What follows belongs to an exercise in optimizing a design on an open flow for small area, a short achievable clock period and few clock cycles per item; a production flow would make more cautious choices.
Where RTL was checked, it was by simulation tests only, not by an equivalence proof against the original.

==> flow/design.v <==
module atan
(
    input                       clk         ,
    input                       rst_n       ,
    input                       trig        ,
    output                      vld         ,
    input       signed  [16:0]  para_in     ,
    output      signed  [11:0]  atany
);
reg         busy;
reg         vld_r;
reg  [8:0]  h;       
reg  [18:0] x;
reg  [19:2] z;
reg  [11:1] acc;     
wire [8:1]  clr = {h[8], h[8] | h[7], |h[8:6], |h[8:5], |h[8:4], |h[8:3], |h[8:2], |h[8:1]};
always @(posedge clk or negedge rst_n)
    if (!rst_n) begin
        busy  <= 1'b0;
        vld_r <= 1'b0;
    end else begin
        busy  <= trig | (busy & ~h[8]);
        vld_r <= busy & h[8];
    end
assign vld = vld_r;
wire        s   = para_in[16];
wire [18:0] p4  = {para_in, 2'b00};
wire [18:0] y0  = s ? p4 + 19'd1024 : p4 - 19'd1024;
wire [18:0] x0  = s ? 19'd1024 - p4 : 19'd1024 + p4;
wire        d   = ~z[19];
wire [19:0] zf  = {z, 2'b00};
wire [18:0] xm  = {x[18:1] & {10'h3FF, ~clr}, 1'b0};
wire [19:0] zn  = {zf[18:0], 1'b0} + ({1'b0, xm} ^ {20{d}}) + d;
wire [18:0] za  = zf[18:0] ^ {19{zf[19]}};
wire [33:0] ze  = {15'd0, za};
reg  [18:0] ty;
integer i, j;
always @(*) begin
    ty = 19'd0;
    for (i = 0; i < 8; i = i + 1)
        for (j = 0; j < 19; j = j + 1)
            ty[j] = ty[j] | (h[i] & ze[j + 2*i + 1]);
end
wire [18:0] xn  = x + ty + !d;
wire [11:0] k2  = ({12{h[0]}} & 12'd950) | ({12{h[1]}} & 12'd502) | ({12{h[2]}} & 12'd254)
                | {4'd0, h[3], h[4], h[5], h[6], h[7], h[8], 2'd0};
wire [11:1] accn = acc + (k2[11:1] & {11{d}});
always @(posedge clk) begin
    h   <= trig ? 9'd1 : {h[7:0], 1'b0};
    x   <= trig ? x0 : xn;
    z   <= trig ? {y0[18], y0[18:2]} : zn[19:2];
    acc <= trig ? (s ? 11'd1156 : 11'd1960) : accn;
end
wire        d9 = ~z[19];
wire [11:1] a1 = acc + 11'd1;
assign atany = {d9 ? a1 : acc, 1'b0};
endmodule
clock: 6.0 ns
lec_check: 0
abc_area: 1
cap_margin: 20
core_margin: 2
core_utilization: 40
setup_slack_margin: 3
slew_margin: 20
run.sh (not shown) runs the stock make flow with config.mk's settings and CLKGATE_MAP_FILE= SYNTH_SCRIPT=/design/flow/synth_recipe.tcl, a recipe that flattens the netlist after the stock synthesis.
The baseline ran to the end with no violations.
Then changed:
- ABC_AREA: 1 -> unset
=>
- The changed run passed the timing, design-rule and antenna checks
- global-route usage goes down by 2.6 points
- core utilization is higher by 1.9 points
- synthesized cell count is lower by 28%
- die area goes down by 8.2%
- maximum frequency came out lower by 9.4%
- via count shrinks by 19%
- routed wire length went down by 20%
- hold slack improves by 0.0072 ns
No run of this note included a check of the RTL's function; only the layout flow was run.

* * *

Another version of the RTL of atan (not shown whole).
Size in the first run: ~52 flip-flops, ~0.0064 sq mm of cells after synthesis.
// atan
module atan
(
    input                       clk         ,
    input                       rst_n       ,
    input                       trig        ,
    output                      vld         ,
    input       signed  [16:0]  para_in     ,
    output      signed  [11:0]  atany
);
reg         busy;
reg         vld_r;
reg  [2:0]  cnt;
reg  [18:0] x;
reg  [18:0] y;
reg  [8:0]  dsr;     
wire last = (cnt == 3'd7);
always @(posedge clk or negedge rst_n)
    if (!rst_n) begin
        busy  <= 1'b0;
        vld_r <= 1'b0;
    end else begin
        busy  <= trig | (busy & ~last);
        vld_r <= busy & last;
    end
assign vld = vld_r;
wire        s   = para_in[16];
wire [18:0] p4  = {para_in, 2'b00};
wire [18:0] y0  = s ? p4 + 19'd1024 : p4 - 19'd1024;
wire [18:0] x0  = s ? 19'd1024 - p4 : 19'd1024 + p4;
wire        d   = ~y[18];
wire [18:0] tx  = x >> (cnt + 4'd1);
wire signed [18:0] ys = y;
wire [18:0] ty  = ys >>> (cnt + 4'd1);
wire [17:0] yn  = y[17:0] + (tx[17:0] ^ {18{d}}) + d;
wire [18:0] xn  = x + (ty ^ {19{~d}}) + !d;
always @(posedge clk) begin
    cnt <= trig ? 3'd0 : cnt + 3'd1;
    x   <= trig ? x0 : xn;
    y   <= trig ? y0 : {yn[17], yn};
    dsr <= {dsr[7:0], trig ? s : d};
end
wire       d8 = ~y[18];
wire [9:0] y9 = y[9:0] + (x[18:9] ^ {10{d8}}) + d8;
wire       d9 = ~y9[9];
wire       sr = dsr[8];
wire [11:0] e0 = (sr ? 12'd2312 : 12'd3920) + (dsr[7] ? 12'd950 : 12'd0) + (dsr[6] ? 12'd502 : 12'd0)
               + (dsr[5] ? 12'd254 : 12'd0) + {4'd0, dsr[4:0], d8, 2'b00};
wire [11:0] e1 = e0 + 12'd2;
assign atany = d9 ? e1 : e0;
endmodule
clock: 6.0 ns
lec_check: 0
cap_margin: 20
core_margin: 2
core_utilization: 40
slew_margin: 20
The starting point produced a clean layout.
Edit:
- SETUP_SLACK_MARGIN: default -> 2
Outcome:
- hold slack stays flat
- design area rises by roughly a tenth
- cell count rises by a few percent
- wire length rises by roughly a tenth
- die area does not change
Edit:
- SETUP_SLACK_MARGIN: 2 -> 3.5
What happened: The new run produced a clean layout; worst hold slack hardly moves; non-clock buffer count rises by 53; clock-buffer cell count is unchanged; worst setup slack loses 82 ps; global-route usage rises by 2.1 points; wire length rises by 14%.
No functional check of the RTL was part of any run of this note.

* * *

== run A ==
Another version of the RTL of atan (not shown whole).
Size in the first run: roughly 58 flip-flops, about 33 I/O pins.
==> flow/config.mk <==
export PLATFORM = sky130hd
export DESIGN_NAME = atan
export DESIGN_NICKNAME = atan
export VERILOG_FILES = /design/flow/design.v
export SDC_FILE = /design/flow/constraint.sdc
export NUM_CORES = 4
export LEC_CHECK = 0
export ABC_AREA = 1
export CAP_MARGIN = 20
export CORE_MARGIN = 2
export CORE_UTILIZATION = 50
export SETUP_SLACK_MARGIN = 3
export SLEW_MARGIN = 20
==> flow/constraint.sdc <==
create_clock -name core_clock -period 6.0 [get_ports {clk}]
set_input_delay 1.2000 -clock core_clock [delete_from_list [all_inputs] [get_ports {clk}]]
set_output_delay 1.2000 -clock core_clock [all_outputs]
set_load 0.01 [all_outputs]
Testbench counts of run A, summed over its fixed seeds: cycles 24,008, items 2,400.
What run B does differently from run A at the input level:
diff --git a/flow/config.mk b/flow/config.mk
--- a/flow/config.mk
+++ b/flow/config.mk
@@ -9,5 +9,5 @@
 export CAP_MARGIN = 20
 export CORE_MARGIN = 2
-export CORE_UTILIZATION = 50
-export SETUP_SLACK_MARGIN = 3
+export CORE_UTILIZATION = 40
+export SETUP_SLACK_MARGIN = 2.5
 export SLEW_MARGIN = 20
Notes after the runs:
- The final reports for run B and run A show worst hold slack lower in the former.
- Layout inverter count without the clock tree went down slightly going from run A to run B.
- Growth of design area from synthesis to finish (higher): run A
- Routed length per instance sits lower in run B than in run A.
- Run B vs run A, capturing element of the worst setup path: z[13] vs atany[3]
- Number of non-clock buffers in run B is 18 below run A.
Modified inputs, run C compared to run B
==> flow/flow/run.sh (new file) <==
#!/bin/bash
# Own layout flow: the standard flow (standard.sh, ORFS) with one change:
# the port buffers are the smallest buffer cell (every port still gets one).
# The make run writes its full output to a log of its own in this folder.
set -euo pipefail
here=$(pwd)
bash standard.sh \
  "BUFFER_PORTS_ARGS=-buffer_cell sky130_fd_sc_hd__buf_1" \
  finish > "$here/flow_make.log" 2>&1
==> flow/standard.sh (new file) <==
#!/bin/bash
# synth_recipe.tcl (not shown) runs the flow's synth.tcl, then flattens the netlist and writes it again
# the make line also repeats each setting of config.mk as NAME=value (left out here)
make -C /OpenROAD-flow-scripts/flow DESIGN_CONFIG=/design/flow/config.mk WORK_HOME=/design/flow/orfs CLKGATE_MAP_FILE= SYNTH_SCRIPT=/design/flow/synth_recipe.tcl "${@:-finish}"
diff --git a/flow/config.mk b/flow/config.mk
--- a/flow/config.mk
+++ b/flow/config.mk
@@ -9,5 +9,5 @@
 export CAP_MARGIN = 20
 export CORE_MARGIN = 2
-export CORE_UTILIZATION = 40
-export SETUP_SLACK_MARGIN = 2.5
+export CORE_UTILIZATION = 55
+export SETUP_SLACK_MARGIN = 3
 export SLEW_MARGIN = 20
removed: flow/run.sh
Notes after the runs:
Wire length on met1 delta (run B -> run C): insignificant
Final critical-path required period: run C vs run B down 400 ps
Fraction of layout cells with a size suffix above 1 (run C over run B): increase, 3.5 points
On total via count in the routed design, run B beats run C.
Relative to run C, the following input files were edited for run D:
==> flow/run.sh (new file) <==
#!/bin/bash
# synth_recipe.tcl (not shown) runs the flow's synth.tcl, then flattens the netlist and writes it again
# the make line also repeats each setting of config.mk as NAME=value (left out here)
make -C /OpenROAD-flow-scripts/flow DESIGN_CONFIG=/design/flow/config.mk WORK_HOME=/design/flow/orfs CLKGATE_MAP_FILE= SYNTH_SCRIPT=/design/flow/synth_recipe.tcl finish
diff --git a/flow/config.mk b/flow/config.mk
--- a/flow/config.mk
+++ b/flow/config.mk
@@ -7,7 +7,7 @@
 export LEC_CHECK = 0
 export ABC_AREA = 1
-export CAP_MARGIN = 20
+export CAP_MARGIN = 0
 export CORE_MARGIN = 2
-export CORE_UTILIZATION = 55
+export CORE_UTILIZATION = 40
 export SETUP_SLACK_MARGIN = 3
-export SLEW_MARGIN = 20
+export SLEW_MARGIN = 0
removed: flow/flow/run.sh
removed: flow/standard.sh
==> comparison <==
- The final layout from run D, which completed every stage, passed the timing, design-rule and antenna checks at the end of the flow.
- As far as number of instances in the synthesized netlist is concerned, run D and run C perform about the same.
- | proportion of layout cells with a drive suffix above 1 | lower: run C |
- Diff run C -> run D: number of vias per cell after detailed routing -0.17; die footprint +36%; largest stage delay on the critical path +230 ps.
- Clock period minus worst slack in run D is 12 ps above run C.
- Run C → run D: total wirelength of the detailed-routed design climbed 3.8%; number of nets with antenna violations after detailed routing flat; fmax lower.
Input changes introduced in run E (baseline for comparison: run D):
==> flow/flow/run.sh (new file) <==
#!/bin/bash
# Own layout flow: the standard flow (standard.sh, ORFS) with one change:
# the port buffers are the smallest buffer cell (every port still gets one).
# The make run writes its full output to a log of its own in this folder.
set -euo pipefail
here=$(pwd)
bash standard.sh \
  "BUFFER_PORTS_ARGS=-buffer_cell sky130_fd_sc_hd__buf_1" \
  finish > "$here/flow_make.log" 2>&1
==> flow/standard.sh (new file) <==
#!/bin/bash
# synth_recipe.tcl (not shown) runs the flow's synth.tcl, then flattens the netlist and writes it again
# the make line also repeats each setting of config.mk as NAME=value (left out here)
make -C /OpenROAD-flow-scripts/flow DESIGN_CONFIG=/design/flow/config.mk WORK_HOME=/design/flow/orfs CLKGATE_MAP_FILE= SYNTH_SCRIPT=/design/flow/synth_recipe.tcl "${@:-finish}"
diff --git a/flow/config.mk b/flow/config.mk
--- a/flow/config.mk
+++ b/flow/config.mk
@@ -7,7 +7,8 @@
 export LEC_CHECK = 0
 export ABC_AREA = 1
-export CAP_MARGIN = 0
+export CAP_MARGIN = 20
 export CORE_MARGIN = 2
-export CORE_UTILIZATION = 40
+export CORE_UTILIZATION = 50
+export CTS_BUF_LIST = sky130_fd_sc_hd__clkbuf_4
 export SETUP_SLACK_MARGIN = 3
-export SLEW_MARGIN = 0
+export SLEW_MARGIN = 20
removed: flow/run.sh
Notes after the runs:
Run E against run D: number of placed cells counting well taps saw a decrease, clock period minus worst slack lost 31 ps. Looking at critical path's slowest cell, the dfxtp_4 result is from run E; the clkdlybuf4s15_1 one comes from run D. Diff run E..run D | count of H-tree levels built during CTS | negligible. Run E vs. run D: cell area after placement lower; worst setup slack higher.

-- afterwards: timing with drivers on the ports --
Ports are ideal in the flow. The routed layouts listed here were re-timed in OpenROAD.
Step 1 sets driving cells, clkbuf_16 on the clock port and buf_2 on the other inputs (assumed; they add their load-dependent delay and slew).
Step 2 adds t to the input delays and takes it off the output delays; t is the mean of the earliest and latest rising clock arrival at the registers after step 1. Input paths then give back, and output paths get back, about the clock's delay inside the block.
Slacks: no drivers / after step 1 / after step 2; pairs: no drivers / after step 1.
run | t, ns | slack for setup (ns) | clock arrival spread, ns | slew at the worst register clock pin (ns)
the first run of note 1 | 0.385 | 2.932 / 2.932 / 2.692 | 0.011 / 0.011 | 0.06 / 0.06
the second run of note 1 | 0.378 | 2.615 / 2.615 / 2.426 | 0.007 / 0.006 | 0.05 / 0.05
the first run of note 2 | 0.347 | 0.324 / 0.277 / 0.623 | 0.007 / 0.007 | 0.07 / 0.07
the second run of note 2 | 0.348 | 0.829 / 0.786 / 1.135 | 0.004 / 0.003 | 0.07 / 0.07
the third run of note 2 | 0.347 | 0.747 / 0.703 / 1.049 | 0.015 / 0.015 | 0.08 / 0.08
run A | 0.386 | 3.091 / 3.049 / 2.772 | 0.013 / 0.013 | 0.06 / 0.06
run B | 0.381 | 2.679 / 2.651 / 2.317 | 0.010 / 0.010 | 0.06 / 0.06
run C | 0.380 | 3.075 / 3.037 / 2.823 | 0.007 / 0.007 | 0.06 / 0.06
run D | 0.383 | 3.062 / 3.042 / 2.697 | 0.009 / 0.010 | 0.06 / 0.06
run E | 0.488 | 3.094 / 3.058 / 2.707 | 0.020 / 0.019 | 0.12 / 0.12
After both steps every run listed still meets setup and hold. For run E, which loses most, drivers alone change the setup slack by -0.036 ns; drivers and shift together by -0.387 ns.
